This is an optimization exercise on Yosys and OpenROAD, whose aim is small area, a short achievable clock period and few clock cycles, not a production implementation.
In this exercise RTL edits were held to simulation tests only and were not proved equivalent to the original.
Power and IR drop assume default switching activity.

== v6 ==
==> flow/design.v <==
module ysyx_22050612_divider(
	input clk,
	input rst,
	input div_valid,
	input flush,
	input divw,
	input div_signed,
	input [63:0]dividend,
	input [63:0]divisor,
	output div_ready,
	output out_valid,
	output [63:0]quotient,
	output [63:0]remainder
);
reg        v1;
reg [63:0] xa1, xb1;    
reg        sa1, sb1;    
reg        w1, z1;      
reg [7:0]  la1, lb1;    
reg        busy;        
reg        done;        
reg        fx;          
reg        fixr;        
reg [63:0] rem;         
reg [63:0] dsr;         
reg [63:0] quo;         
reg [63:0] qal;         
reg [4:0]  cnt;         
reg        qneg, rneg;
wire go = v1 & ~busy;   
wire load1 = ~v1 | go;  
assign div_ready = load1;
assign out_valid = done;
wire sa = div_signed & (divw ? dividend[31] : dividend[63]);
wire sb = div_signed & (divw ? divisor[31]  : divisor[63]);
wire [63:0] xa = divw ? {32'b0, dividend[31:0] ^ {32{sa}}} : (dividend ^ {64{sa}});
wire [63:0] xb = divw ? {32'b0, divisor[31:0]  ^ {32{sb}}} : (divisor  ^ {64{sb}});
wire        bz = divw ? ~|divisor[31:0] : ~|divisor;
function [5:0] lead(input [31:0] x);
	reg [15:0] v1; reg [3:0] p1 [0:15];
	reg [7:0]  v2; reg [3:0] p2 [0:7];
	reg [3:0]  v3; reg [3:0] p3 [0:3];
	reg [1:0]  v4; reg [3:0] p4 [0:1];
	integer i;
	begin
		for (i = 0; i < 16; i = i + 1) begin
			v1[i] = x[2*i+1] | x[2*i];
			p1[i] = {3'b0, x[2*i+1]};
		end
		for (i = 0; i < 8; i = i + 1) begin
			v2[i] = v1[2*i+1] | v1[2*i];
			p2[i] = v1[2*i+1] ? {2'b0, 1'b1, p1[2*i+1][0]} : {2'b0, 1'b0, p1[2*i][0]};
		end
		for (i = 0; i < 4; i = i + 1) begin
			v3[i] = v2[2*i+1] | v2[2*i];
			p3[i] = v2[2*i+1] ? {1'b0, 1'b1, p2[2*i+1][1:0]} : {1'b0, 1'b0, p2[2*i][1:0]};
		end
		for (i = 0; i < 2; i = i + 1) begin
			v4[i] = v3[2*i+1] | v3[2*i];
			p4[i] = v3[2*i+1] ? {1'b1, p3[2*i+1][2:0]} : {1'b0, p3[2*i][2:0]};
		end
		lead = {v4[1] | v4[0], v4[1] ? {1'b1, p4[1]} : {1'b0, p4[0]}};
	end
endfunction
function [7:0] maglead(input [63:0] x, input s, input w);
	reg [5:0] ph, pl, nh, nl;
	reg [6:0] lp, ln;
	reg       m32, m64;
	begin
		ph = lead(x[63:32]);
		pl = lead(x[31:0]);
		nh = lead(~x[63:32]);
		nl = lead(~x[31:0]);
		lp = (!w && ph[5]) ? {1'b1, 1'b1, ph[4:0]} : {pl[5], 1'b0, pl[4:0]};
		ln = (!w && nh[5]) ? {1'b1, 1'b1, nh[4:0]} : {nl[5], 1'b0, nl[4:0]};
		m32 = &(x[31:1] | ~x[30:0]);
		m64 = m32 & (&(x[63:32] | ~x[62:31]));
		maglead = s ? {ln, w ? m32 : m64} : {lp, 1'b0};
	end
endfunction
wire [7:0] la = maglead(dividend, sa, divw);
wire [7:0] lb = maglead(divisor,  sb, divw);
always @(posedge clk) begin
	if (rst || flush) v1 <= 1'b0;
	else              v1 <= (div_valid & load1) | (v1 & ~go);
end
always @(posedge clk) begin
	if (load1) begin
		xa1 <= xa;
		xb1 <= xb;
		sa1 <= sa;
		sb1 <= sb;
		w1  <= divw;
		z1  <= bz;
		la1 <= la;
		lb1 <= lb;
	end
end
wire [7:0]  sh = {2'b0, la1[6:1]} - {2'b0, lb1[6:1]}
               + {7'b0, la1[0] & la1[7]} - {7'b0, lb1[0] & lb1[7]};
wire        qzero = ~(la1[7] | sa1) | sh[7];
wire [63:0] bb = xb1 + {63'b0, sb1};
wire [63:0] qz = w1 ? 64'h00000000FFFFFFFF : 64'hFFFFFFFFFFFFFFFF;
wire [66:0] ta = {3'b0, rem};
wire [66:0] t1 = ~{3'b0, dsr};
wire [66:0] t2 = ~{2'b0, dsr, 1'b0};
wire [66:0] s1 = ta - {3'b0, dsr};
wire [66:0] s2 = ta - {2'b0, dsr, 1'b0};
wire [66:0] cs = ta ^ t1 ^ t2;
wire [66:0] cc = {(ta[65:0] & t1[65:0]) | (ta[65:0] & t2[65:0]) | (t1[65:0] & t2[65:0]), 1'b1};
wire [66:0] s3 = cs - ~cc;
wire ge1 = ~s1[66];
wire ge2 = ~s2[66];
wire ge3 = ~s3[66];
wire [1:0] qd  = {ge2, ge3 | (ge1 & ~ge2)};
wire [1:0] qdm = {ge3, ge2 & ~ge3};           
wire [1:0] qdp = {ge1, ~ge1 | (ge2 & ~ge3)};  
wire [63:0] rnext = ge3 ? s3[63:0] : ge2 ? s2[63:0] : ge1 ? s1[63:0] : rem;
wire last = (cnt == 5'd0);
always @(posedge clk) begin
	if (rst || flush) begin
		busy <= 1'b0;
		done <= 1'b0;
		fx   <= 1'b0;
	end else if (go) begin
		busy <= ~(z1 | qzero);
		done <= z1 | qzero;
		fx   <= 1'b0;
	end else if (fx) begin
		busy <= 1'b0;
		done <= 1'b1;
		fx   <= 1'b0;
	end else begin
		busy <= busy & ~(last & ~rneg);
		done <= busy & last & ~rneg;
		fx   <= busy & last & rneg;
	end
end
always @(posedge clk) begin
	if (go) begin
		rem  <= xa1;
		dsr  <= bb << {sh[5:1], 1'b0};
		quo  <= z1 ? qz : 64'b0;
		qal  <= (sa1 ^ sb1) ? (z1 ? {qz[63:1], 1'b0} : 64'hFFFFFFFFFFFFFFFF) : 64'd1;
		cnt  <= sh[5:1];
		qneg <= sa1 ^ sb1;
		rneg <= sa1;
		fixr <= 1'b0;
	end else if (fx) begin
		fixr <= exact;
	end else if (busy) begin
		rem  <= rnext;
		if (!last) dsr <= dsr >> 2;
		quo  <= {quo[61:0], qd};
		if (qneg) qal <= ge1 ? {quo[61:0], qdm} : {qal[61:0], 2'b11};
		else      qal <= ge3 ? {qal[61:0], 2'b00} : {quo[61:0], qdp};
		cnt  <= cnt - 5'd1;
	end
end
wire [63:0] ep = rem ^ ~dsr;
wire [63:0] eg = rem & ~dsr;
wire exact = ~ep[0] & (&(ep[63:1] ^ eg[62:0]));
wire fix = fixr;
assign quotient  = qneg ? ~(fix ? quo : qal) : (fix ? qal : quo);
assign remainder = rneg ? (fix ? 64'b0 : ~rem) : rem;
endmodule
Settings: LEC_CHECK=0, CAP_MARGIN=20, CORE_MARGIN=2, CORE_UTILIZATION=60, SETUP_SLACK_MARGIN=5, SLEW_MARGIN=20; clock period 10.0 ns.
run.sh (not shown) runs the stock make flow with config.mk's settings and CLKGATE_MAP_FILE= SYNTH_SCRIPT=/design/flow/synth_recipe.tcl, a recipe that flattens the netlist after the stock synthesis.
Per the final summary, v6 finished and its layout is clean on timing, DRC and antenna.
Testbench counts of v6, summed over its fixed seeds: cycles 3,930.
> inputs changed (v6 -> v7)
--- a/flow/config.mk
+++ b/flow/config.mk
@@ -9,3 +9,3 @@
 export CORE_MARGIN = 2
-export CORE_UTILIZATION = 60
+export CORE_UTILIZATION = 40
 export SETUP_SLACK_MARGIN = 5
--- outcome ---
Between v6 and v7, area growth from synthesis to layout is lower for v6, v7 comes in above that. | largest net degree at the start of global routing | higher: v6 |. v7 vs v6 — number of antenna violations at the first check in global routing dropped 5. From v6 to v7 the numbers moved as follows: non-clock buffer count grew by 2.3%, worst-case hold slack shrank by 0.013 ns, power grew by about 3%, die outline area grew by about 50%. ~same leakage component of the power in v6 and v7.

==> what the ideal ports hide <==
The flow's constraints put no driver on any port. The routed layouts listed below were extracted and timed again, unchanged, in two steps.
Step 1, drivers: a clkbuf_16 drives clk and a buf_2 each remaining input, both assumed.
Step 2 adds t to the input delays and takes it off the output delays; t is the mean of the earliest and latest rising clock arrival at the registers after step 1. Input paths then give back, and output paths get back, about the clock's delay inside the block.
Slacks: ideal / step 1 / step 2; pairs: ideal / step 1.
run | shift t [ns] | setup slack, ns | worst setup path at the end | worst data-port slew with drivers (ns) | cell pins on the clock port's net
v6 | 0.690 | 5.013 / 4.942 / 4.681 | input to register | 0.08 | 1
v7 | 0.687 | 5.086 / 5.044 / 4.625 | input to register | 0.09 | 1
After both steps every run listed still meets setup and hold. For v7, which loses most, drivers alone change the setup slack by -0.042 ns; drivers and shift together by -0.461 ns.
